Context: an optimization exercise on an open-source flow, tuned for small area and a short achievable clock period. The choices shown serve that exercise and are no tape-out recipe.
In this exercise RTL edits were held to simulation tests only and were not proved equivalent to the original.
No activity file was given, so power comes from the tool's default toggle rates.

red:
// FIR_Top
module FIR_Top(input clk, input [7:0] Xin, H0, H1, H2, output reg [15:0] Yout);
export LEC_CHECK = 0
export CAP_MARGIN = 20
export CORE_MARGIN = 2
export CORE_UTILIZATION = 60
export PLACE_DENSITY = 0.8
export SETUP_SLACK_MARGIN = 4.2
export SLEW_MARGIN = 20
export SYNTH_HIERARCHICAL = 1
export SYNTH_MINIMUM_KEEP_SIZE = 0
export TNS_END_PERCENT = 0
create_clock -name core_clock -period 9.5 [get_ports {clk}]
standard.sh (not shown) runs the stock make flow with config.mk's settings and CLKGATE_MAP_FILE= SYNTH_SCRIPT=/design/flow/synth_recipe.tcl, a recipe that flattens the netlist after the stock synthesis.
==> flow/flow/run.sh <==
#!/bin/bash
# Own flow: the standard layout (standard.sh: unchanged synthesis and steps) with
#  - the port buffers that global placement inserts made as the smallest plain buffer
#    (repair upsizes them where timing needs it), and
#  - timing repair limited to resizing and pin swaps (no buffer insertion or cloning).
set -euo pipefail
export BUFFER_PORTS_ARGS="-buffer_cell sky130_fd_sc_hd__buf_1"
export SETUP_MOVE_SEQUENCE="unbuffer,sizeup,swap"
bash standard.sh > standard_make.log 2>&1
Relative to red, the following input files were edited for blue:
Settings: changing PLACE_DENSITY from 0.8 to 0.7.
==> flow/flow/run.sh <==
#!/bin/bash
# Own flow: the standard layout (standard.sh, unchanged synthesis and steps),
# with the port buffers that global placement inserts made as the smallest
# plain buffer instead of the default; repair then upsizes them where timing needs it.
set -euo pipefail
export BUFFER_PORTS_ARGS="-buffer_cell sky130_fd_sc_hd__buf_1"
bash standard.sh > standard_make.log 2>&1
## What came out
Per the final summary, blue finished and its layout is clean on timing, DRC and antenna. Sort blue and red by wire length reported by the detailed router desc -> top: red. Violation count after the first detailed-routing iteration on blue is down relative to red. Run comparison: blue last element of the critical path Q2[14]; red last element of the critical path Yout[11]. Delta (blue minus red): reg-to-reg setup timing slack lost 0.09 ns; filler-free cell count of the finished design essentially unchanged; combinational power comparable. Side by side, half-perimeter wire length after placement turned out lower in blue than in red.
Modified inputs, green compared to blue
Settings: TNS_END_PERCENT: 0 -> 5; PLACE_DENSITY: 0.7 -> 0.8.
Results
- Looking at the reports, green completed the entire flow and the layout it produced met the timing, design-rule and antenna checks.
- [compare] base=blue new=green: global-route met3 utilization saw an increase, global routing usage on met1 saw a decrease, global-route usage saw little to no change, fraction of layout cells with a size suffix above 1 saw an increase.
- On power share of the combinational group: between blue and green, it ends up lower for blue.
What orange does differently from green at the input level:
Settings: clearing PLACE_DENSITY, which used to be 0.8; swapping 5 for 0 in TNS_END_PERCENT.
==> flow/flow/run.sh <==
#!/bin/bash
# Own flow: the standard layout (standard.sh: unchanged synthesis and steps) with
#  - the port buffers that global placement inserts made as the smallest plain buffer
#    (repair upsizes them where timing needs it), and
#  - timing repair limited to resizing and pin swaps (no buffer insertion or cloning).
set -euo pipefail
export BUFFER_PORTS_ARGS="-buffer_cell sky130_fd_sc_hd__buf_1"
export SETUP_MOVE_SEQUENCE="unbuffer,sizeup,swap"
bash standard.sh > standard_make.log 2>&1
## What came out
Diff green -> orange: all-layer global routing usage now sits lower; number of gates given a new drive strength after cts decreased 12; number of vias per cell after detailed routing fell by 0.099; global-route wire length before repair went down by 520 um; clock-buffer cell count shrank by 1.
Setup changes, orange to purple
Settings: putting PLACE_DENSITY at 0.8 where nothing was set.
==> flow/flow/run.sh <==
#!/bin/bash
# Own flow: the standard layout (standard.sh, unchanged synthesis and steps),
# with the port buffers that global placement inserts made as the smallest
# plain buffer instead of the default; repair then upsizes them where timing needs it.
set -euo pipefail
export BUFFER_PORTS_ARGS="-buffer_cell sky130_fd_sc_hd__buf_1"
bash standard.sh > standard_make.log 2>&1
[summary]
- Compared with orange, purple shows a higher share of total power in combinational logic.
- orange → purple: minimum clock period after layout now larger, DRC violation total after the first TritonRoute iteration higher, register-to-register path setup slack grew by 0.03 ns.

========
Starting RTL as in the previous note.
==> flow/config.mk <==
export PLATFORM = sky130hd
export DESIGN_NAME = FIR_Top
export DESIGN_NICKNAME = FIR_Top
export VERILOG_FILES = /design/flow/design.v
export SDC_FILE = /design/flow/constraint.sdc
export NUM_CORES = 4
export LEC_CHECK = 0
export CAP_MARGIN = 20
export CORE_MARGIN = 2
export CORE_UTILIZATION = 60
export PLACE_DENSITY = 0.8
export SETUP_SLACK_MARGIN = 4.35
export SLEW_MARGIN = 20
export SYNTH_HIERARCHICAL = 1
export SYNTH_MINIMUM_KEEP_SIZE = 0
export TNS_END_PERCENT = 0
==> flow/constraint.sdc <==
create_clock -name core_clock -period 9.5 [get_ports {clk}]
set_input_delay 1.9000 -clock core_clock [delete_from_list [all_inputs] [get_ports {clk}]]
set_output_delay 1.9000 -clock core_clock [all_outputs]
set_load 0.01 [all_outputs]
==> flow/flow/run.sh <==
#!/bin/bash
# Own flow: the standard layout (standard.sh, unchanged synthesis and steps),
# with the port buffers that global placement inserts made as the smallest
# plain buffer instead of the default; repair then upsizes them where timing needs it.
set -euo pipefail
export BUFFER_PORTS_ARGS="-buffer_cell sky130_fd_sc_hd__buf_1"
bash standard.sh > standard_make.log 2>&1
The starting point produced a clean layout.
Edit:
--- a/flow/config.mk
+++ b/flow/config.mk
@@ -10,4 +10,4 @@
 export CORE_UTILIZATION = 60
-export PLACE_DENSITY = 0.8
-export SETUP_SLACK_MARGIN = 4.35
+export PLACE_DENSITY = 0.9
+export SETUP_SLACK_MARGIN = 4.2
 export SLEW_MARGIN = 20
Result:
- setup slack degrades by 0.073 ns
- synthesized area does not change
- final area came out lower by 0.96%
- synthesized cell count is unchanged

## static timing again, ports no longer ideal
The results above use ideal ports. As a check the final layouts listed here were re-extracted and re-timed, cells and wires unchanged. Step 1 (the two cells are an assumption about what drives the block):
set clk [get_ports {clk}]
set_driving_cell -lib_cell sky130_fd_sc_hd__clkbuf_16 $clk
set_driving_cell -lib_cell sky130_fd_sc_hd__buf_2 [delete_from_list [all_inputs] $clk]
Step 2, shift: input delay + t, output delay - t, t = (earliest + latest rising clock arrival at the registers) / 2. This alone moves slack from input paths to output paths. a / b / c = ideal / step 1 / step 2; a / b = the first two.
run	t (ns)	setup WS [ns]	worst hold slack (ns)
red	0.331	4.345 / 4.355 / 4.024	0.458 / 0.458 / 0.458
blue	0.344	4.254 / 4.265 / 3.921	0.445 / 0.445 / 0.445
green	0.331	4.345 / 4.355 / 4.024	0.458 / 0.458 / 0.458
orange	0.330	4.353 / 4.365 / 4.036	0.438 / 0.438 / 0.438
purple	0.331	4.345 / 4.355 / 4.024	0.458 / 0.458 / 0.458
the first run of note 2	0.334	4.413 / 4.423 / 4.089	0.458 / 0.458 / 0.458
the second run of note 2	0.340	4.340 / 4.326 / 3.986	0.457 / 0.457 / 0.457
After both steps setup and hold are still met in every run listed. For the second run of note 2, which loses most, drivers alone change the setup slack by -0.014 ns; drivers and shift together by -0.354 ns.
